What follows belongs to an exercise in optimizing a design on an open flow for small area; a production flow would make more cautious choices. The RTL was checked by simulation tests, not by an equivalence proof against the original design.

## flow/design.v (module list and top-level ports; edited modules follow where they fit)
// module BTN_IF: 26 lines
// module SamplingCtrl: 64 lines
// module Oscillator: 27 lines
// module SharedMul: 1918 lines
// module Interpolator: 234 lines
// module dds_core: 44 lines
module dds_core (
    input   wire        clk,         
    input   wire        rst_n,       
    input   wire        btn,         
    output  wire [11:0] dac_out,     
    output  wire [2:0]  mode         
);
  // ...
==> flow/run.sh <==
#!/bin/bash
# synth_recipe.tcl (not shown) runs the flow's synth.tcl, then flattens the netlist and writes it again
# the make line also repeats each setting of config.mk as NAME=value (left out here)
make -C /OpenROAD-flow-scripts/flow DESIGN_CONFIG=/design/flow/config.mk WORK_HOME=/design/flow/orfs CLKGATE_MAP_FILE= SYNTH_SCRIPT=/design/flow/synth_recipe.tcl finish
==> flow/config.mk <==
export PLATFORM = sky130hd
export DESIGN_NAME = dds_core
export DESIGN_NICKNAME = dds_core
export VERILOG_FILES = /design/flow/design.v
export SDC_FILE = /design/flow/constraint.sdc
export NUM_CORES = 4
export LEC_CHECK = 0
export CAP_MARGIN = 20
export CORE_MARGIN = 2
export CORE_UTILIZATION = 40
export PLACE_DENSITY = 0.6
export SLEW_MARGIN = 20
==> flow/constraint.sdc <==
create_clock -name core_clock -period 15.0 [get_ports {clk}]
set_input_delay 3.0000 -clock core_clock [delete_from_list [all_inputs] [get_ports {clk}]]
set_output_delay 3.0000 -clock core_clock [all_outputs]
set_load 0.01 [all_outputs]
==> flow_summary.toml, run 1 <==
[drt]
wire_per_inst_um = 25.5
vias = 20665
wl_met3_um = 7220
wirelength_um = 85700

[worst_setup_path]
cp_max_fo = 9
cp.required_ps = 15350
critPathLaunchType = "register"
path_common_cell = "fa_1"

[grt]
grt_overflow = 0
grt_pass1_vias = 21154

[clocking]
cts-root-buf = "clkbuf_16"
cts_tree = "yes"
cts_resized = 0
cts_made_buffers = 17

[timing]
hold_viol_final = 0
setup_slack_ps = 604
worst_pin_slew_ps = 1180

[worst_hold_path]
hold_end = "m_BtnIf.rIntBtn[1]"
hp-start = "m_BtnIf.rIntBtn[0]"

[synthesis]
synthTopCellsByCount = "inv_1, fa_1, nor2_1"
synth.avg_cell_area_sq_um = 8.85
async_flop_share_pct = 83.6
synth_fa_ha_area_share_pct = 35.5
yosys.area_share.simple_pct = 14.5
synth_area_leaders = "fa_1, dfrtp_1, ha_1"

[run_status]
status = "timing/DRC/antenna clean"

[finish]
area_growth_pct = 7.00
area_dominant_class = "multi-input gates"
inv_count = 303
final-instance-count-excl-fill = 3365
drive_above_1_share_pct = 5.92

[die]
core_sq_um = 57600
num_rows = 88

[placement]
place_congestion = 1.01
==> module Interpolator, before the edit <==
module Interpolator (
    input   wire        Fg_CLK,
    input   wire        Fg_RESETn,
    input   wire [31:0] out_2,       
    input   wire [29:0] dprod,       
    input   wire [2:0]  dtop,        
    input   wire [2:0]  DDSMode,
    input   wire        DDSEnable,
    input   wire        DDSReady,
    output  wire [11:0] InterpOut
);
    reg [29:0] Out;
    reg [29:0] dreg;
    reg [11:0] rInterpOut;
    reg        Enable_delay;
    assign InterpOut = rInterpOut;
    reg [29:0] dready;
    always @(*) begin
        case (DDSMode)
            3'd1:    dready = 30'd9687804;
            3'd2:    dready = 30'd968780;
            3'd3:    dready = 30'd96877;
            3'd4:    dready = 30'd9687;
            default: dready = 30'd0;
        endcase
    end
    wire acc_g0 = Out[0] & dreg[0];
    wire acc_p0 = Out[0] ^ dreg[0];
    wire acc_g1 = Out[1] & dreg[1];
    wire acc_p1 = Out[1] ^ dreg[1];
    wire acc_g2 = Out[2] & dreg[2];
    wire acc_p2 = Out[2] ^ dreg[2];
    wire acc_g3 = Out[3] & dreg[3];
    wire acc_p3 = Out[3] ^ dreg[3];
    wire acc_g4 = Out[4] & dreg[4];
    wire acc_p4 = Out[4] ^ dreg[4];
    wire acc_g5 = Out[5] & dreg[5];
    wire acc_p5 = Out[5] ^ dreg[5];
    wire acc_g6 = Out[6] & dreg[6];
    wire acc_p6 = Out[6] ^ dreg[6];
    wire acc_g7 = Out[7] & dreg[7];
    wire acc_p7 = Out[7] ^ dreg[7];
    wire acc_g8 = Out[8] & dreg[8];
    wire acc_p8 = Out[8] ^ dreg[8];
    wire acc_g9 = Out[9] & dreg[9];
    wire acc_p9 = Out[9] ^ dreg[9];
    wire acc_g10 = Out[10] & dreg[10];
    wire acc_p10 = Out[10] ^ dreg[10];
    wire acc_g11 = Out[11] & dreg[11];
    wire acc_p11 = Out[11] ^ dreg[11];
    wire acc_g12 = Out[12] & dreg[12];
    wire acc_p12 = Out[12] ^ dreg[12];
    wire acc_g13 = Out[13] & dreg[13];
    wire acc_p13 = Out[13] ^ dreg[13];
    wire acc_g14 = Out[14] & dreg[14];
    wire acc_p14 = Out[14] ^ dreg[14];
    wire acc_g15 = Out[15] & dreg[15];
    wire acc_p15 = Out[15] ^ dreg[15];
    wire acc_g16 = Out[16] & dreg[16];
    wire acc_p16 = Out[16] ^ dreg[16];
    wire acc_g17 = Out[17] & dreg[17];
    wire acc_p17 = Out[17] ^ dreg[17];
    wire acc_g18 = Out[18] & dreg[18];
    wire acc_p18 = Out[18] ^ dreg[18];
    wire acc_g19 = Out[19] & dreg[19];
    wire acc_p19 = Out[19] ^ dreg[19];
    wire acc_g20 = Out[20] & dreg[20];
    wire acc_p20 = Out[20] ^ dreg[20];
    wire acc_g21 = Out[21] & dreg[21];
    wire acc_p21 = Out[21] ^ dreg[21];
    wire acc_g22 = Out[22] & dreg[22];
    wire acc_p22 = Out[22] ^ dreg[22];
    wire acc_g23 = Out[23] & dreg[23];
    wire acc_p23 = Out[23] ^ dreg[23];
    wire acc_g24 = Out[24] & dreg[24];
    wire acc_p24 = Out[24] ^ dreg[24];
    wire acc_g25 = Out[25] & dreg[25];
    wire acc_p25 = Out[25] ^ dreg[25];
    wire acc_g26 = Out[26] & dreg[26];
    wire acc_p26 = Out[26] ^ dreg[26];
    wire acc_g27 = Out[27] & dreg[27];
    wire acc_p27 = Out[27] ^ dreg[27];
    wire acc_g28 = Out[28] & dreg[28];
    wire acc_p28 = Out[28] ^ dreg[28];
    wire acc_g29 = Out[29] & dreg[29];
    wire acc_p29 = Out[29] ^ dreg[29];
    wire acc_G1 = acc_g1 | (acc_p1 & acc_g0);
    wire acc_P1 = acc_p1 & acc_p0;
    wire acc_G2 = acc_g3 | (acc_p3 & acc_g2);
    wire acc_P2 = acc_p3 & acc_p2;
    wire acc_G3 = acc_g5 | (acc_p5 & acc_g4);
    wire acc_P3 = acc_p5 & acc_p4;
    wire acc_G4 = acc_g7 | (acc_p7 & acc_g6);
    wire acc_P4 = acc_p7 & acc_p6;
    wire acc_G5 = acc_g9 | (acc_p9 & acc_g8);
    wire acc_P5 = acc_p9 & acc_p8;
    wire acc_G6 = acc_g11 | (acc_p11 & acc_g10);
    wire acc_P6 = acc_p11 & acc_p10;
    wire acc_G7 = acc_g13 | (acc_p13 & acc_g12);
    wire acc_P7 = acc_p13 & acc_p12;
    wire acc_G8 = acc_g15 | (acc_p15 & acc_g14);
    wire acc_P8 = acc_p15 & acc_p14;
    wire acc_G9 = acc_g17 | (acc_p17 & acc_g16);
    wire acc_P9 = acc_p17 & acc_p16;
    wire acc_G10 = acc_g19 | (acc_p19 & acc_g18);
    wire acc_P10 = acc_p19 & acc_p18;
    wire acc_G11 = acc_g21 | (acc_p21 & acc_g20);
    wire acc_P11 = acc_p21 & acc_p20;
    wire acc_G12 = acc_g23 | (acc_p23 & acc_g22);
    wire acc_P12 = acc_p23 & acc_p22;
    wire acc_G13 = acc_g25 | (acc_p25 & acc_g24);
    wire acc_P13 = acc_p25 & acc_p24;
    wire acc_G14 = acc_g27 | (acc_p27 & acc_g26);
    wire acc_P14 = acc_p27 & acc_p26;
    wire acc_G15 = acc_g29 | (acc_p29 & acc_g28);
    wire acc_P15 = acc_p29 & acc_p28;
    wire acc_G16 = acc_G2 | (acc_P2 & acc_G1);
    wire acc_P16 = acc_P2 & acc_P1;
    wire acc_G17 = acc_G4 | (acc_P4 & acc_G3);
    wire acc_P17 = acc_P4 & acc_P3;
    wire acc_G18 = acc_G6 | (acc_P6 & acc_G5);
    wire acc_P18 = acc_P6 & acc_P5;
    wire acc_G19 = acc_G8 | (acc_P8 & acc_G7);
    wire acc_P19 = acc_P8 & acc_P7;
    wire acc_G20 = acc_G10 | (acc_P10 & acc_G9);
    wire acc_P20 = acc_P10 & acc_P9;
    wire acc_G21 = acc_G12 | (acc_P12 & acc_G11);
    wire acc_P21 = acc_P12 & acc_P11;
    wire acc_G22 = acc_G14 | (acc_P14 & acc_G13);
    wire acc_P22 = acc_P14 & acc_P13;
    wire acc_G23 = acc_G17 | (acc_P17 & acc_G16);
    wire acc_P23 = acc_P17 & acc_P16;
    wire acc_G24 = acc_G19 | (acc_P19 & acc_G18);
    wire acc_P24 = acc_P19 & acc_P18;
    wire acc_G25 = acc_G21 | (acc_P21 & acc_G20);
    wire acc_P25 = acc_P21 & acc_P20;
    wire acc_G26 = acc_G24 | (acc_P24 & acc_G23);
    wire acc_P26 = acc_P24 & acc_P23;
    wire acc_G27 = acc_G25 | (acc_P25 & acc_G26);
    wire acc_P27 = acc_P25 & acc_P26;
    wire acc_G28 = acc_G18 | (acc_P18 & acc_G23);
    wire acc_P28 = acc_P18 & acc_P23;
    wire acc_G29 = acc_G20 | (acc_P20 & acc_G26);
    wire acc_P29 = acc_P20 & acc_P26;
    wire acc_G30 = acc_G22 | (acc_P22 & acc_G27);
    wire acc_P30 = acc_P22 & acc_P27;
    wire acc_G31 = acc_G3 | (acc_P3 & acc_G16);
    wire acc_P31 = acc_P3 & acc_P16;
    wire acc_G32 = acc_G5 | (acc_P5 & acc_G23);
    wire acc_P32 = acc_P5 & acc_P23;
    wire acc_G33 = acc_G7 | (acc_P7 & acc_G28);
    wire acc_P33 = acc_P7 & acc_P28;
    wire acc_G34 = acc_G9 | (acc_P9 & acc_G26);
    wire acc_P34 = acc_P9 & acc_P26;
    wire acc_G35 = acc_G11 | (acc_P11 & acc_G29);
    wire acc_P35 = acc_P11 & acc_P29;
    wire acc_G36 = acc_G13 | (acc_P13 & acc_G27);
    wire acc_P36 = acc_P13 & acc_P27;
    wire acc_G37 = acc_G15 | (acc_P15 & acc_G30);
    wire acc_P37 = acc_P15 & acc_P30;
    wire acc_G38 = acc_g2 | (acc_p2 & acc_G1);
    wire acc_P38 = acc_p2 & acc_P1;
    wire acc_G39 = acc_g4 | (acc_p4 & acc_G16);
    wire acc_P39 = acc_p4 & acc_P16;
    wire acc_G40 = acc_g6 | (acc_p6 & acc_G31);
    wire acc_P40 = acc_p6 & acc_P31;
    wire acc_G41 = acc_g8 | (acc_p8 & acc_G23);
    wire acc_P41 = acc_p8 & acc_P23;
    wire acc_G42 = acc_g10 | (acc_p10 & acc_G32);
    wire acc_P42 = acc_p10 & acc_P32;
    wire acc_G43 = acc_g12 | (acc_p12 & acc_G28);
    wire acc_P43 = acc_p12 & acc_P28;
    wire acc_G44 = acc_g14 | (acc_p14 & acc_G33);
    wire acc_P44 = acc_p14 & acc_P33;
    wire acc_G45 = acc_g16 | (acc_p16 & acc_G26);
    wire acc_P45 = acc_p16 & acc_P26;
    wire acc_G46 = acc_g18 | (acc_p18 & acc_G34);
    wire acc_P46 = acc_p18 & acc_P34;
    wire acc_G47 = acc_g20 | (acc_p20 & acc_G29);
    wire acc_P47 = acc_p20 & acc_P29;
    wire acc_G48 = acc_g22 | (acc_p22 & acc_G35);
    wire acc_P48 = acc_p22 & acc_P35;
    wire acc_G49 = acc_g24 | (acc_p24 & acc_G27);
    wire acc_P49 = acc_p24 & acc_P27;
    wire acc_G50 = acc_g26 | (acc_p26 & acc_G36);
    wire acc_P50 = acc_p26 & acc_P36;
    wire acc_G51 = acc_g28 | (acc_p28 & acc_G30);
    wire acc_P51 = acc_p28 & acc_P30;
    wire acc_s0 = acc_p0;
    wire acc_s1 = acc_p1 ^ acc_g0;
    wire acc_s2 = acc_p2 ^ acc_G1;
    wire acc_s3 = acc_p3 ^ acc_G38;
    wire acc_s4 = acc_p4 ^ acc_G16;
    wire acc_s5 = acc_p5 ^ acc_G39;
    wire acc_s6 = acc_p6 ^ acc_G31;
    wire acc_s7 = acc_p7 ^ acc_G40;
    wire acc_s8 = acc_p8 ^ acc_G23;
    wire acc_s9 = acc_p9 ^ acc_G41;
    wire acc_s10 = acc_p10 ^ acc_G32;
    wire acc_s11 = acc_p11 ^ acc_G42;
    wire acc_s12 = acc_p12 ^ acc_G28;
    wire acc_s13 = acc_p13 ^ acc_G43;
    wire acc_s14 = acc_p14 ^ acc_G33;
    wire acc_s15 = acc_p15 ^ acc_G44;
    wire acc_s16 = acc_p16 ^ acc_G26;
    wire acc_s17 = acc_p17 ^ acc_G45;
    wire acc_s18 = acc_p18 ^ acc_G34;
    wire acc_s19 = acc_p19 ^ acc_G46;
    wire acc_s20 = acc_p20 ^ acc_G29;
    wire acc_s21 = acc_p21 ^ acc_G47;
    wire acc_s22 = acc_p22 ^ acc_G35;
    wire acc_s23 = acc_p23 ^ acc_G48;
    wire acc_s24 = acc_p24 ^ acc_G27;
    wire acc_s25 = acc_p25 ^ acc_G49;
    wire acc_s26 = acc_p26 ^ acc_G36;
    wire acc_s27 = acc_p27 ^ acc_G50;
    wire acc_s28 = acc_p28 ^ acc_G30;
    wire acc_s29 = acc_p29 ^ acc_G51;
    wire [29:0] Out_next = {acc_s29, acc_s28, acc_s27, acc_s26, acc_s25, acc_s24, acc_s23, acc_s22, acc_s21, acc_s20, acc_s19, acc_s18, acc_s17, acc_s16, acc_s15, acc_s14, acc_s13, acc_s12, acc_s11, acc_s10, acc_s9, acc_s8, acc_s7, acc_s6, acc_s5, acc_s4, acc_s3, acc_s2, acc_s1, acc_s0};
    always @(posedge Fg_CLK)
        dreg <= (DDSMode == 3'd0 || DDSMode > 3'd4) ? {{27{dtop[2]}}, dtop}    
                                                    : (dprod | ({30{DDSReady}} & dready));
    always @(posedge Fg_CLK or negedge Fg_RESETn) begin
        if (~Fg_RESETn) begin
            Enable_delay <= 1'b1;
            Out          <= 30'd0;
            rInterpOut   <= 12'd0;
        end else begin
            Enable_delay <= DDSEnable;
            Out          <= Enable_delay ? out_2[29:0] : Out_next;
            rInterpOut   <= Out[29:18];
        end
    end
endmodule
==> module dds_core, before the edit <==
module dds_core (
    input   wire        clk,         
    input   wire        rst_n,       
    input   wire        btn,         
    output  wire [11:0] dac_out,     
    output  wire [2:0]  mode         
);
    wire    [2:0]  oIntBtn;
    wire           wDDSEnable;
    wire    [2:0]  wDDSMode;
    wire    [2:0]  wDDSModeD;
    wire           wDDSReady;
    wire    [31:0] wout_1;
    wire    [31:0] wout_2;
    wire    [31:0] wr_out;
    wire    [29:0] wdprod;
    wire    [2:0]  wdtop;
    assign mode = wDDSMode;
    BTN_IF m_BtnIf (
        .Fg_CLK(clk), .Ext_RESETn(rst_n), .iExtBtn(btn), .oIntBtn(oIntBtn)
    );
    SamplingCtrl m_samp (
        .Fg_CLK(clk), .oIntBtn(oIntBtn), .Fg_RESETn(rst_n),
        .DDSEnable(wDDSEnable), .DDSReady(wDDSReady),
        .DDSMode(wDDSMode), .DDSModeD(wDDSModeD)
    );
    SharedMul m_mul (
        .y1(wout_1), .y2(wout_2), .osc(wDDSEnable), .mode(wDDSMode),
        .r_out(wr_out), .dprod(wdprod), .dtop(wdtop)
    );
    Oscillator m_osc (
        .Fg_CLK(clk), .Fg_RESETn(rst_n),
        .DDSEnable(wDDSEnable), .DDSReady(wDDSReady),
        .init_1(32'd96878045),       
        .r_out(wr_out),
        .out_1(wout_1), .out_2(wout_2)
    );
    Interpolator m_interp (
        .Fg_CLK(clk), .Fg_RESETn(rst_n),
        .out_2(wout_2), .dprod(wdprod), .dtop(wdtop),
        .DDSMode(wDDSMode), .DDSEnable(wDDSEnable), .DDSReady(wDDSReady),
        .InterpOut(dac_out)
    );
endmodule
==> run 2, diff against run 1 <==
--- a/flow/design.v
+++ b/flow/design.v
@@ -116,18 +116,17 @@
     end
 endmodule
 module SharedMul (
     input   wire [31:0] y1,
     input   wire [31:0] y2,
     input   wire        osc,         
     input   wire [2:0]  mode,
     output  wire [31:0] r_out,       
-    output  wire [29:0] dprod,       
-    output  wire [2:0]  dtop         
+    output  wire [29:0] dprod        
 );
     wire dsub_g0 = y1[0] & ~y2[0];
     wire dsub_p0 = y1[0] ^ ~y2[0];
     wire dsub_g1 = y1[1] & ~y2[1];
     wire dsub_p1 = y1[1] ^ ~y2[1];
     wire dsub_g2 = y1[2] & ~y2[2];
     wire dsub_p2 = y1[2] ^ ~y2[2];
     wire dsub_g3 = y1[3] & ~y2[3];
@@ -331,17 +330,16 @@
     wire dsub_s25 = dsub_p25 ^ dsub_G54;
     wire dsub_s26 = dsub_p26 ^ dsub_G41;
     wire dsub_s27 = dsub_p27 ^ dsub_G55;
     wire dsub_s28 = dsub_p28 ^ dsub_G35;
     wire dsub_s29 = dsub_p29 ^ dsub_G56;
     wire dsub_s30 = dsub_p30 ^ dsub_G42;
     wire dsub_s31 = dsub_p31 ^ dsub_G57;
     wire [31:0] d = {dsub_s31, dsub_s30, dsub_s29, dsub_s28, dsub_s27, dsub_s26, dsub_s25, dsub_s24, dsub_s23, dsub_s22, dsub_s21, dsub_s20, dsub_s19, dsub_s18, dsub_s17, dsub_s16, dsub_s15, dsub_s14, dsub_s13, dsub_s12, dsub_s11, dsub_s10, dsub_s9, dsub_s8, dsub_s7, dsub_s6, dsub_s5, dsub_s4, dsub_s3, dsub_s2, dsub_s1, dsub_s0};
-    assign dtop = d[31:29];
     wire [31:0] mx = osc ? y1 : d;
     wire [2:0] msel = osc ? 3'd5 : mode;
     wire [31:0] xm1 = mx;
     wire x3_g0 = mx[1] & mx[0];
     wire x3_p0 = mx[1] ^ mx[0];
     wire x3_g1 = mx[2] & mx[1];
     wire x3_p1 = mx[2] ^ mx[1];
     wire x3_g2 = mx[3] & mx[2];
@@ -551,53 +549,54 @@
     wire x3_s26 = x3_p26 ^ x3_G41;
     wire x3_s27 = x3_p27 ^ x3_G55;
     wire x3_s28 = x3_p28 ^ x3_G35;
     wire x3_s29 = x3_p29 ^ x3_G56;
     wire x3_s30 = x3_p30 ^ x3_G42;
     wire x3_s31 = x3_p31 ^ x3_G57;
     wire x3_s32 = x3_p32 ^ x3_G31;
     wire [33:0] xm3 = {x3_s32, x3_s31, x3_s30, x3_s29, x3_s28, x3_s27, x3_s26, x3_s25, x3_s24, x3_s23, x3_s22, x3_s21, x3_s20, x3_s19, x3_s18, x3_s17, x3_s16, x3_s15, x3_s14, x3_s13, x3_s12, x3_s11, x3_s10, x3_s9, x3_s8, x3_s7, x3_s6, x3_s5, x3_s4, x3_s3, x3_s2, x3_s1, x3_s0, mx[0]};
+    wire s0 = (msel == 3'd0) | (msel == 3'd6) | (msel == 3'd7);
     wire s1 = (msel == 3'd1);
     wire s2 = (msel == 3'd2);
     wire s3 = (msel == 3'd3);
     wire s4 = (msel == 3'd4);
     wire s5 = (msel == 3'd5);
-    wire r0_0 = (s1 & xm3[0]) | (s2 & xm1[0]) | (s4 & xm1[0]);
-    wire r0_1 = (s1 & xm3[1]) | (s2 & xm1[1]) | (s3 & xm3[0]) | (s4 & xm1[1]) | (s5 & xm3[0]);
-    wire r0_2 = (s1 & xm3[2]) | (s2 & xm1[2]) | (s3 & xm3[1]) | (s4 & xm1[2]) | (s5 & xm3[1]);
-    wire r0_3 = (s1 & xm3[3]) | (s2 & xm1[3]) | (s3 & xm3[2]) | (s4 & xm1[3]) | (s5 & xm3[2]);
-    wire r0_4 = (s1 & xm3[4]) | (s2 & xm1[4]) | (s3 & xm3[3]) | (s4 & xm1[4]) | (s5 & xm3[3]);
-    wire r0_5 = (s1 & xm3[5]) | (s2 & xm1[5]) | (s3 & xm3[4]) | (s4 & xm1[5]) | (s5 & xm3[4]);
-    wire r0_6 = (s1 & xm3[6]) | (s2 & xm1[6]) | (s3 & xm3[5]) | (s4 & xm1[6]) | (s5 & xm3[5]);
-    wire r0_7 = (s1 & xm3[7]) | (s2 & xm1[7]) | (s3 & xm3[6]) | (s4 & xm1[7]) | (s5 & xm3[6]);
-    wire r0_8 = (s1 & xm3[8]) | (s2 & xm1[8]) | (s3 & xm3[7]) | (s4 & xm1[8]) | (s5 & xm3[7]);
-    wire r0_9 = (s1 & xm3[9]) | (s2 & xm1[9]) | (s3 & xm3[8]) | (s4 & xm1[9]) | (s5 & xm3[8]);
-    wire r0_10 = (s1 & xm3[10]) | (s2 & xm1[10]) | (s3 & xm3[9]) | (s4 & xm1[10]) | (s5 & xm3[9]);
-    wire r0_11 = (s1 & xm3[11]) | (s2 & xm1[11]) | (s3 & xm3[10]) | (s4 & xm1[11]) | (s5 & xm3[10]);
-    wire r0_12 = (s1 & xm3[12]) | (s2 & xm1[12]) | (s3 & xm3[11]) | (s4 & xm1[12]) | (s5 & xm3[11]);
-    wire r0_13 = (s1 & xm3[13]) | (s2 & xm1[13]) | (s3 & xm3[12]) | (s4 & xm1[13]) | (s5 & xm3[12]);
-    wire r0_14 = (s1 & xm3[14]) | (s2 & xm1[14]) | (s3 & xm3[13]) | (s4 & xm1[14]) | (s5 & xm3[13]);
-    wire r0_15 = (s1 & xm3[15]) | (s2 & xm1[15]) | (s3 & xm3[14]) | (s4 & xm1[15]) | (s5 & xm3[14]);
-    wire r0_16 = (s1 & xm3[16]) | (s2 & xm1[16]) | (s3 & xm3[15]) | (s4 & xm1[16]) | (s5 & xm3[15]);
-    wire r0_17 = (s1 & xm3[17]) | (s2 & xm1[17]) | (s3 & xm3[16]) | (s4 & xm1[17]) | (s5 & xm3[16]);
-    wire r0_18 = (s1 & xm3[18]) | (s2 & xm1[18]) | (s3 & xm3[17]) | (s4 & xm1[18]) | (s5 & xm3[17]);
-    wire r0_19 = (s1 & xm3[19]) | (s2 & xm1[19]) | (s3 & xm3[18]) | (s4 & xm1[19]) | (s5 & xm3[18]);
-    wire r0_20 = (s1 & xm3[20]) | (s2 & xm1[20]) | (s3 & xm3[19]) | (s4 & xm1[20]) | (s5 & xm3[19]);
-    wire r0_21 = (s1 & xm3[21]) | (s2 & xm1[21]) | (s3 & xm3[20]) | (s4 & xm1[21]) | (s5 & xm3[20]);
-    wire r0_22 = (s1 & xm3[22]) | (s2 & xm1[22]) | (s3 & xm3[21]) | (s4 & xm1[22]) | (s5 & xm3[21]);
-    wire r0_23 = (s1 & xm3[23]) | (s2 & xm1[23]) | (s3 & xm3[22]) | (s4 & xm1[23]) | (s5 & xm3[22]);
-    wire r0_24 = (s1 & xm3[24]) | (s2 & xm1[24]) | (s3 & xm3[23]) | (s4 & xm1[24]) | (s5 & xm3[23]);
-    wire r0_25 = (s1 & xm3[25]) | (s2 & xm1[25]) | (s3 & xm3[24]) | (s4 & xm1[25]) | (s5 & xm3[24]);
-    wire r0_26 = (s1 & xm3[26]) | (s2 & xm1[26]) | (s3 & xm3[25]) | (s4 & xm1[26]) | (s5 & xm3[25]);
-    wire r0_27 = (s1 & xm3[27]) | (s2 & xm1[27]) | (s3 & xm3[26]) | (s4 & xm1[27]) | (s5 & xm3[26]);
-    wire r0_28 = (s1 & xm3[28]) | (s2 & xm1[28]) | (s3 & xm3[27]) | (s4 & xm1[28]) | (s5 & xm3[27]);
-    wire r0_29 = (s1 & xm3[29]) | (s2 & xm1[29]) | (s3 & xm3[28]) | (s4 & xm1[29]) | (s5 & xm3[28]);
-    wire r0_30 = (s1 & xm3[30]) | (s2 & xm1[30]) | (s3 & xm3[29]) | (s4 & xm1[30]) | (s5 & xm3[29]);
-    wire r0_31 = (s1 & xm3[31]) | (s2 & ~xm1[31]) | (s3 & xm3[30]) | (s4 & ~xm1[31]) | (s5 & xm3[30]);
+    wire r0_0 = (s0 & xm1[0]) | (s1 & xm3[0]) | (s2 & xm1[0]) | (s4 & xm1[0]);
+    wire r0_1 = (s0 & xm1[1]) | (s1 & xm3[1]) | (s2 & xm1[1]) | (s3 & xm3[0]) | (s4 & xm1[1]) | (s5 & xm3[0]);
+    wire r0_2 = (s0 & xm1[2]) | (s1 & xm3[2]) | (s2 & xm1[2]) | (s3 & xm3[1]) | (s4 & xm1[2]) | (s5 & xm3[1]);
+    wire r0_3 = (s0 & xm1[3]) | (s1 & xm3[3]) | (s2 & xm1[3]) | (s3 & xm3[2]) | (s4 & xm1[3]) | (s5 & xm3[2]);
+    wire r0_4 = (s0 & xm1[4]) | (s1 & xm3[4]) | (s2 & xm1[4]) | (s3 & xm3[3]) | (s4 & xm1[4]) | (s5 & xm3[3]);
+    wire r0_5 = (s0 & xm1[5]) | (s1 & xm3[5]) | (s2 & xm1[5]) | (s3 & xm3[4]) | (s4 & xm1[5]) | (s5 & xm3[4]);
+    wire r0_6 = (s0 & xm1[6]) | (s1 & xm3[6]) | (s2 & xm1[6]) | (s3 & xm3[5]) | (s4 & xm1[6]) | (s5 & xm3[5]);
+    wire r0_7 = (s0 & xm1[7]) | (s1 & xm3[7]) | (s2 & xm1[7]) | (s3 & xm3[6]) | (s4 & xm1[7]) | (s5 & xm3[6]);
+    wire r0_8 = (s0 & xm1[8]) | (s1 & xm3[8]) | (s2 & xm1[8]) | (s3 & xm3[7]) | (s4 & xm1[8]) | (s5 & xm3[7]);
+    wire r0_9 = (s0 & xm1[9]) | (s1 & xm3[9]) | (s2 & xm1[9]) | (s3 & xm3[8]) | (s4 & xm1[9]) | (s5 & xm3[8]);
+    wire r0_10 = (s0 & xm1[10]) | (s1 & xm3[10]) | (s2 & xm1[10]) | (s3 & xm3[9]) | (s4 & xm1[10]) | (s5 & xm3[9]);
+    wire r0_11 = (s0 & xm1[11]) | (s1 & xm3[11]) | (s2 & xm1[11]) | (s3 & xm3[10]) | (s4 & xm1[11]) | (s5 & xm3[10]);
+    wire r0_12 = (s0 & xm1[12]) | (s1 & xm3[12]) | (s2 & xm1[12]) | (s3 & xm3[11]) | (s4 & xm1[12]) | (s5 & xm3[11]);
+    wire r0_13 = (s0 & xm1[13]) | (s1 & xm3[13]) | (s2 & xm1[13]) | (s3 & xm3[12]) | (s4 & xm1[13]) | (s5 & xm3[12]);
+    wire r0_14 = (s0 & xm1[14]) | (s1 & xm3[14]) | (s2 & xm1[14]) | (s3 & xm3[13]) | (s4 & xm1[14]) | (s5 & xm3[13]);
+    wire r0_15 = (s0 & xm1[15]) | (s1 & xm3[15]) | (s2 & xm1[15]) | (s3 & xm3[14]) | (s4 & xm1[15]) | (s5 & xm3[14]);
+    wire r0_16 = (s0 & xm1[16]) | (s1 & xm3[16]) | (s2 & xm1[16]) | (s3 & xm3[15]) | (s4 & xm1[16]) | (s5 & xm3[15]);
+    wire r0_17 = (s0 & xm1[17]) | (s1 & xm3[17]) | (s2 & xm1[17]) | (s3 & xm3[16]) | (s4 & xm1[17]) | (s5 & xm3[16]);
+    wire r0_18 = (s0 & xm1[18]) | (s1 & xm3[18]) | (s2 & xm1[18]) | (s3 & xm3[17]) | (s4 & xm1[18]) | (s5 & xm3[17]);
+    wire r0_19 = (s0 & xm1[19]) | (s1 & xm3[19]) | (s2 & xm1[19]) | (s3 & xm3[18]) | (s4 & xm1[19]) | (s5 & xm3[18]);
+    wire r0_20 = (s0 & xm1[20]) | (s1 & xm3[20]) | (s2 & xm1[20]) | (s3 & xm3[19]) | (s4 & xm1[20]) | (s5 & xm3[19]);
+    wire r0_21 = (s0 & xm1[21]) | (s1 & xm3[21]) | (s2 & xm1[21]) | (s3 & xm3[20]) | (s4 & xm1[21]) | (s5 & xm3[20]);
+    wire r0_22 = (s0 & xm1[22]) | (s1 & xm3[22]) | (s2 & xm1[22]) | (s3 & xm3[21]) | (s4 & xm1[22]) | (s5 & xm3[21]);
+    wire r0_23 = (s0 & xm1[23]) | (s1 & xm3[23]) | (s2 & xm1[23]) | (s3 & xm3[22]) | (s4 & xm1[23]) | (s5 & xm3[22]);
+    wire r0_24 = (s0 & xm1[24]) | (s1 & xm3[24]) | (s2 & xm1[24]) | (s3 & xm3[23]) | (s4 & xm1[24]) | (s5 & xm3[23]);
+    wire r0_25 = (s0 & xm1[25]) | (s1 & xm3[25]) | (s2 & xm1[25]) | (s3 & xm3[24]) | (s4 & xm1[25]) | (s5 & xm3[24]);
+    wire r0_26 = (s0 & xm1[26]) | (s1 & xm3[26]) | (s2 & xm1[26]) | (s3 & xm3[25]) | (s4 & xm1[26]) | (s5 & xm3[25]);
+    wire r0_27 = (s0 & xm1[27]) | (s1 & xm3[27]) | (s2 & xm1[27]) | (s3 & xm3[26]) | (s4 & xm1[27]) | (s5 & xm3[26]);
+    wire r0_28 = (s0 & xm1[28]) | (s1 & xm3[28]) | (s2 & xm1[28]) | (s3 & xm3[27]) | (s4 & xm1[28]) | (s5 & xm3[27]);
+    wire r0_29 = (s0 & xm1[29]) | (s1 & xm3[29]) | (s2 & xm1[29]) | (s3 & xm3[28]) | (s4 & xm1[29]) | (s5 & xm3[28]);
+    wire r0_30 = (s0 & xm1[30]) | (s1 & xm3[30]) | (s2 & xm1[30]) | (s3 & xm3[29]) | (s4 & xm1[30]) | (s5 & xm3[29]);
+    wire r0_31 = (s0 & ~xm1[31]) | (s1 & xm3[31]) | (s2 & ~xm1[31]) | (s3 & xm3[30]) | (s4 & ~xm1[31]) | (s5 & xm3[30]);
     wire r0_32 = (s1 & xm3[32]) | (s3 & xm3[31]) | (s5 & xm3[31]);
     wire r0_33 = (s1 & ~xm3[33]) | (s3 & xm3[32]) | (s5 & xm3[32]);
     wire r0_34 = (s3 & ~xm3[33]) | (s5 & ~xm3[33]);
     wire r1_1 = (s4 & xm3[0]);
     wire r1_2 = (s2 & xm1[0]) | (s4 & xm3[1]);
     wire r1_3 = (s2 & xm1[1]) | (s4 & xm3[2]);
     wire r1_4 = (s1 & xm3[0]) | (s2 & xm1[2]) | (s4 & xm3[3]);
     wire r1_5 = (s1 & xm3[1]) | (s2 & xm1[3]) | (s3 & xm1[0]) | (s4 & xm3[4]) | (s5 & xm1[0]);
@@ -900,39 +899,39 @@
     wire z_58 = s5 & ~y2[29];
     wire z_59 = s5 & ~y2[30];
     wire z_60 = s5 & y2[31];
     wire kc_11 = s2 | s5;
     wire kc_14 = s5;
     wire kc_20 = s5;
     wire kc_24 = s5;
     wire kc_29 = s5;
-    wire kc_31 = s2 | s4;
-    wire kc_32 = s2 | s4;
-    wire kc_33 = s1 | s4;
-    wire kc_34 = s1 | s2 | s3 | s5;
-    wire kc_36 = s1 | s2 | s4;
-    wire kc_37 = s2 | s3 | s5;
-    wire kc_38 = s1 | s3 | s4 | s5;
-    wire kc_39 = s1 | s2 | s4 | s5;
-    wire kc_40 = s1 | s2 | s3 | s5;
-    wire kc_41 = s3 | s4 | s5;
-    wire kc_42 = s1 | s2 | s3 | s4;
-    wire kc_43 = s1 | s2 | s3 | s5;
-    wire kc_44 = s1 | s3 | s4 | s5;
-    wire kc_45 = s2 | s4;
-    wire kc_47 = s1 | s2 | s3 | s5;
-    wire kc_48 = s1 | s3 | s4 | s5;
-    wire kc_49 = s2 | s3 | s4 | s5;
-    wire kc_50 = s1 | s2 | s4;
-    wire kc_51 = s1 | s3 | s4 | s5;
-    wire kc_53 = s3 | s4;
-    wire kc_55 = s1 | s2 | s3 | s4;
-    wire kc_57 = s2 | s3 | s4 | s5;
-    wire kc_60 = s1 | s2 | s3 | s4;
+    wire kc_31 = s0 | s2 | s4;
+    wire kc_32 = s0 | s2 | s4;
+    wire kc_33 = s0 | s1 | s4;
+    wire kc_34 = s0 | s1 | s2 | s3 | s5;
+    wire kc_36 = s0 | s1 | s2 | s4;
+    wire kc_37 = s0 | s2 | s3 | s5;
+    wire kc_38 = s0 | s1 | s3 | s4 | s5;
+    wire kc_39 = s0 | s1 | s2 | s4 | s5;
+    wire kc_40 = s0 | s1 | s2 | s3 | s5;
+    wire kc_41 = s0 | s3 | s4 | s5;
+    wire kc_42 = s0 | s1 | s2 | s3 | s4;
+    wire kc_43 = s0 | s1 | s2 | s3 | s5;
+    wire kc_44 = s0 | s1 | s3 | s4 | s5;
+    wire kc_45 = s0 | s2 | s4;
+    wire kc_47 = s0 | s1 | s2 | s3 | s5;
+    wire kc_48 = s0 | s1 | s3 | s4 | s5;
+    wire kc_49 = s0 | s2 | s3 | s4 | s5;
+    wire kc_50 = s0 | s1 | s2 | s4;
+    wire kc_51 = s0 | s1 | s3 | s4 | s5;
+    wire kc_53 = s0 | s3 | s4;
+    wire kc_55 = s0 | s1 | s2 | s3 | s4;
+    wire kc_57 = s0 | s2 | s3 | s4 | s5;
+    wire kc_60 = s0 | s1 | s2 | s3 | s4;
     wire t1, t2;
     assign {t2, t1} = {1'b0,r0_4} + {1'b0,r1_4};
     wire t3, t4;
     assign {t4, t3} = {1'b0,r0_5} + {1'b0,r1_5} + {1'b0,r2_5};
     wire t5, t6;
     assign {t6, t5} = {1'b0,r0_6} + {1'b0,r1_6} + {1'b0,r2_6};
     wire t7, t8;
     assign {t8, t7} = {1'b0,r0_7} + {1'b0,r1_7} + {1'b0,r2_7};
@@ -2033,17 +2032,16 @@
     assign r_out = prod[60:29];
     assign dprod = prod[58:29];
 endmodule
 module Interpolator (
     input   wire        Fg_CLK,
     input   wire        Fg_RESETn,
     input   wire [31:0] out_2,       
     input   wire [29:0] dprod,       
-    input   wire [2:0]  dtop,        
     input   wire [2:0]  DDSMode,
     input   wire        DDSEnable,
     input   wire        DDSReady,
     output  wire [11:0] InterpOut
 );
     reg [29:0] Out;
     reg [29:0] dreg;
     reg [11:0] rInterpOut;
@@ -2248,18 +2246,17 @@
     wire acc_s24 = acc_p24 ^ acc_G27;
     wire acc_s25 = acc_p25 ^ acc_G49;
     wire acc_s26 = acc_p26 ^ acc_G36;
     wire acc_s27 = acc_p27 ^ acc_G50;
     wire acc_s28 = acc_p28 ^ acc_G30;
     wire acc_s29 = acc_p29 ^ acc_G51;
     wire [29:0] Out_next = {acc_s29, acc_s28, acc_s27, acc_s26, acc_s25, acc_s24, acc_s23, acc_s22, acc_s21, acc_s20, acc_s19, acc_s18, acc_s17, acc_s16, acc_s15, acc_s14, acc_s13, acc_s12, acc_s11, acc_s10, acc_s9, acc_s8, acc_s7, acc_s6, acc_s5, acc_s4, acc_s3, acc_s2, acc_s1, acc_s0};
     always @(posedge Fg_CLK)
-        dreg <= (DDSMode == 3'd0 || DDSMode > 3'd4) ? {{27{dtop[2]}}, dtop}    
-                                                    : (dprod | ({30{DDSReady}} & dready));
+        dreg <= dprod | ({30{DDSReady}} & dready);
     always @(posedge Fg_CLK or negedge Fg_RESETn) begin
         if (~Fg_RESETn) begin
             Enable_delay <= 1'b1;
             Out          <= 30'd0;
             rInterpOut   <= 12'd0;
         end else begin
             Enable_delay <= DDSEnable;
             Out          <= Enable_delay ? out_2[29:0] : Out_next;
@@ -2278,36 +2275,35 @@
     wire           wDDSEnable;
     wire    [2:0]  wDDSMode;
     wire    [2:0]  wDDSModeD;
     wire           wDDSReady;
     wire    [31:0] wout_1;
     wire    [31:0] wout_2;
     wire    [31:0] wr_out;
     wire    [29:0] wdprod;
-    wire    [2:0]  wdtop;
     assign mode = wDDSMode;
     BTN_IF m_BtnIf (
         .Fg_CLK(clk), .Ext_RESETn(rst_n), .iExtBtn(btn), .oIntBtn(oIntBtn)
     );
     SamplingCtrl m_samp (
         .Fg_CLK(clk), .oIntBtn(oIntBtn), .Fg_RESETn(rst_n),
         .DDSEnable(wDDSEnable), .DDSReady(wDDSReady),
         .DDSMode(wDDSMode), .DDSModeD(wDDSModeD)
     );
     SharedMul m_mul (
         .y1(wout_1), .y2(wout_2), .osc(wDDSEnable), .mode(wDDSMode),
-        .r_out(wr_out), .dprod(wdprod), .dtop(wdtop)
+        .r_out(wr_out), .dprod(wdprod)
     );
     Oscillator m_osc (
         .Fg_CLK(clk), .Fg_RESETn(rst_n),
         .DDSEnable(wDDSEnable), .DDSReady(wDDSReady),
         .init_1(32'd96878045),       
         .r_out(wr_out),
         .out_1(wout_1), .out_2(wout_2)
     );
     Interpolator m_interp (
         .Fg_CLK(clk), .Fg_RESETn(rst_n),
-        .out_2(wout_2), .dprod(wdprod), .dtop(wdtop),
+        .out_2(wout_2), .dprod(wdprod),
         .DDSMode(wDDSMode), .DDSEnable(wDDSEnable), .DDSReady(wDDSReady),
         .InterpOut(dac_out)
     );
 endmodule
==> flow_summary.toml, run 2 <==
[run_status]
status = "timing/DRC/antenna clean"

[die]
fp.dieArea_sq_um = 59200
io-pin-count = 18
initial_core_util_pct = 40.5
num_rows = 87
die_w_um = 243
die_h_um = 243
core_sq_um = 56500

[synthesis]
muxShareOfSynthArea_pct = 1.48
yosys.area.top_type = "fa_1"
synth_compound_area_share_pct = 17.3
ys_seq_area_share_pct = 19.4
ys.flop_type = "dfrtp_1"
yosys.area_share.simple_pct = 14.8
synth_fa_ha_area_share_pct = 36.0
synth_top_family_by_area = "adder cells"
synth_cells = 2589
synthTopCellsByCount = "fa_1, inv_1, nor2_1"
syn-cell-area_sq_um = 22900
synth_area_leaders = "fa_1, dfrtp_1, ha_1"
ys_types = 80
synth_edf_count = 0
synth.avg_cell_area_sq_um = 8.85
yosys_warnings = 4
syn-num-nets = 3078
synth_top_area_share_pct = 25.2
async_flop_share_pct = 83.6
synth_xor_area_share_pct = 4.24
synth-seq-cells = 183

[worst_setup_path]
crit_slowest_cell = "a21boi_1"
criticalPathCategory = "register to register"
critPathLaunchType = "register"
arrival_ps = 14500
cp_max_fo = 9
slowest_delay_ps = 790
cp.required_ps = 15300
path_common_cell = "fa_1"
endpoint_kind = "register"

[clocking]
h-tree-depth = 4
path_clk_slew_ps = 70
clock_sinks = 183
insertion_delay_ps = 450
cts-root-buf = "clkbuf_16"
cts_made_buffers = 17
clock_path_buffers = 2
post_cts_buffers = 0
cts_tree = "yes"
cts_resized = 0
ctsHoldBuffers = 0

[finish]
drive_above_1_share_pct = 5.43
diodes = 0
top_regs = "m_osc.r_out_1 x32, m_osc.r_out_2 x32"
final_common_cell = "fa_1"
final_cell_mix = "fa_1, inv_1, nor2_1"
final-instance-count-excl-fill = 3336
fill_cells = 5560
area_growth_pct = 7.69
nets = 3056

[timing]
setup_slack_ps = 804
fmax_mhz = 70.4
worst_pin_slew_ps = 1200
setup_violations = 0
rsz0062_at_grt = "false"
finClkSkew_ps = 16.7
period_minus_slack_ps = 14200
maxSlewHeadroom_pct = 17.6
hold_viol_final = 0
tns_ps = 0
slew_viol_final = 0
min_period_over_period_pct = 94.6

[drt]
wirelength_um = 84800
vias = 20395
drc = 0
wire_per_inst_um = 25.4
drt_iter0_drc = 2344
vias_per_cell = 6.11
drt_pass1_iterations = 8
ant_nets = 0

[placement]
dp_cells = 3303
hpwl_um = 66200
dp_slack_ps = 1220
portBuffers = 17
place_congestion = 1.02

[grt]
grt_first_pass_wirelength_um = 131000
grt_overflow = 0
grt_max_degree = 95
grt_pass1_vias = 21081
antenna_found_initial = 0
grt_usage_pct = 29.1

[worst_hold_path]
hold_class = "register to register"

[flow_run]
maxCapViolations = 0
==> run 2: final timing paths <==
kind	slack (ps)	cells past startpoint	endpoint	startpoint
max	800	48	m_osc.r_out_1[17]	m_osc.r_out_1[0]
min	360	0	m_BtnIf.rIntBtn[1]	m_BtnIf.rIntBtn[0]
max reg2reg	800	48	m_osc.r_out_1[17]	m_osc.r_out_1[0]
min reg2reg	360	0	m_BtnIf.rIntBtn[1]	m_BtnIf.rIntBtn[0]
max in group asynchronous	10950	2	m_interp.Out[9]	rst_n
min in group asynchronous	2650	1	m_samp.rCnt[7]	rst_n
==> run 2: layout make-up <==
type,instances,area (sq um),area share (%)
flip-flops and latches,183,4440,18.0
clock inverters,11,135,0.548
repair buffers,74,604,2.45
multi-input cells,1996,17000,68.8
clock buffers,21,470,1.91
well taps,756,946,3.83
inverters,295,1110,4.49
==> run 2: per-stage QoR <==
stage	utilization (%)	hold WS, ps	area, sq um
after floorplan	-	345	22900
after global placement	42.5	350	24000
after detailed placement	42.6	348	24000
after CTS	43.6	359	24600
after global routing	43.7	365	24700
final	43.7	359	24700
==> run 2: critical path: cells and delay by family (launching register included) <==
family | cells | cell delay [ps]
adder cells (fa/ha/maj) | 11 | 4450
AND/OR/NAND/NOR | 6 | 1500
AO/OA/AOI/OAI | 24 | 6300
buffers and inverters | 5 | 530
flip-flops | 1 | 390
XOR/XNOR | 2 | 880
==> run 2: logic make-up after synthesis <==
group / Yosys count
AO/OA/AOI/OAI: 604
XOR/XNOR: 111
adder cells (fa/ha/maj): 487
buffers and inverters: 410
flip-flops: 183
multiplexers: 32
AND/OR/NAND/NOR: 762
==> run 2: routing by layer <==
layer / routed length, um / GRT usage [%]
met5: 0 / 0
met1: 34800 / 38.6
met3: 7490 / 5.86
met2: 37900 / 45.6
met4: 4640 / 13.7

## port drivers added, routing unchanged
The results above use ideal ports. As a check the final layouts listed here were re-extracted and re-timed, cells and wires unchanged.
Step 1 sets driving cells, clkbuf_16 on the clock port and buf_2 on the other inputs (assumed; they add their load-dependent delay and slew).
Step 2, shift: input delay + t, output delay - t, t = (earliest + latest rising clock arrival at the registers) / 2. This alone moves slack from input paths to output paths.
Three values: no drivers, after step 1, after step 2; two values: the first two.
run	t, ns	setup slack, ns	hold WS [ns]	worst slew at a driven data input, ns	pins driven straight from the clock port
run 1	0.506	0.604 / 0.604 / 0.604	0.357 / 0.357 / 0.357	0.08	1
run 2	0.494	0.804 / 0.804 / 0.804	0.359 / 0.359 / 0.359	0.04	1
After both steps every run listed still meets setup and hold.
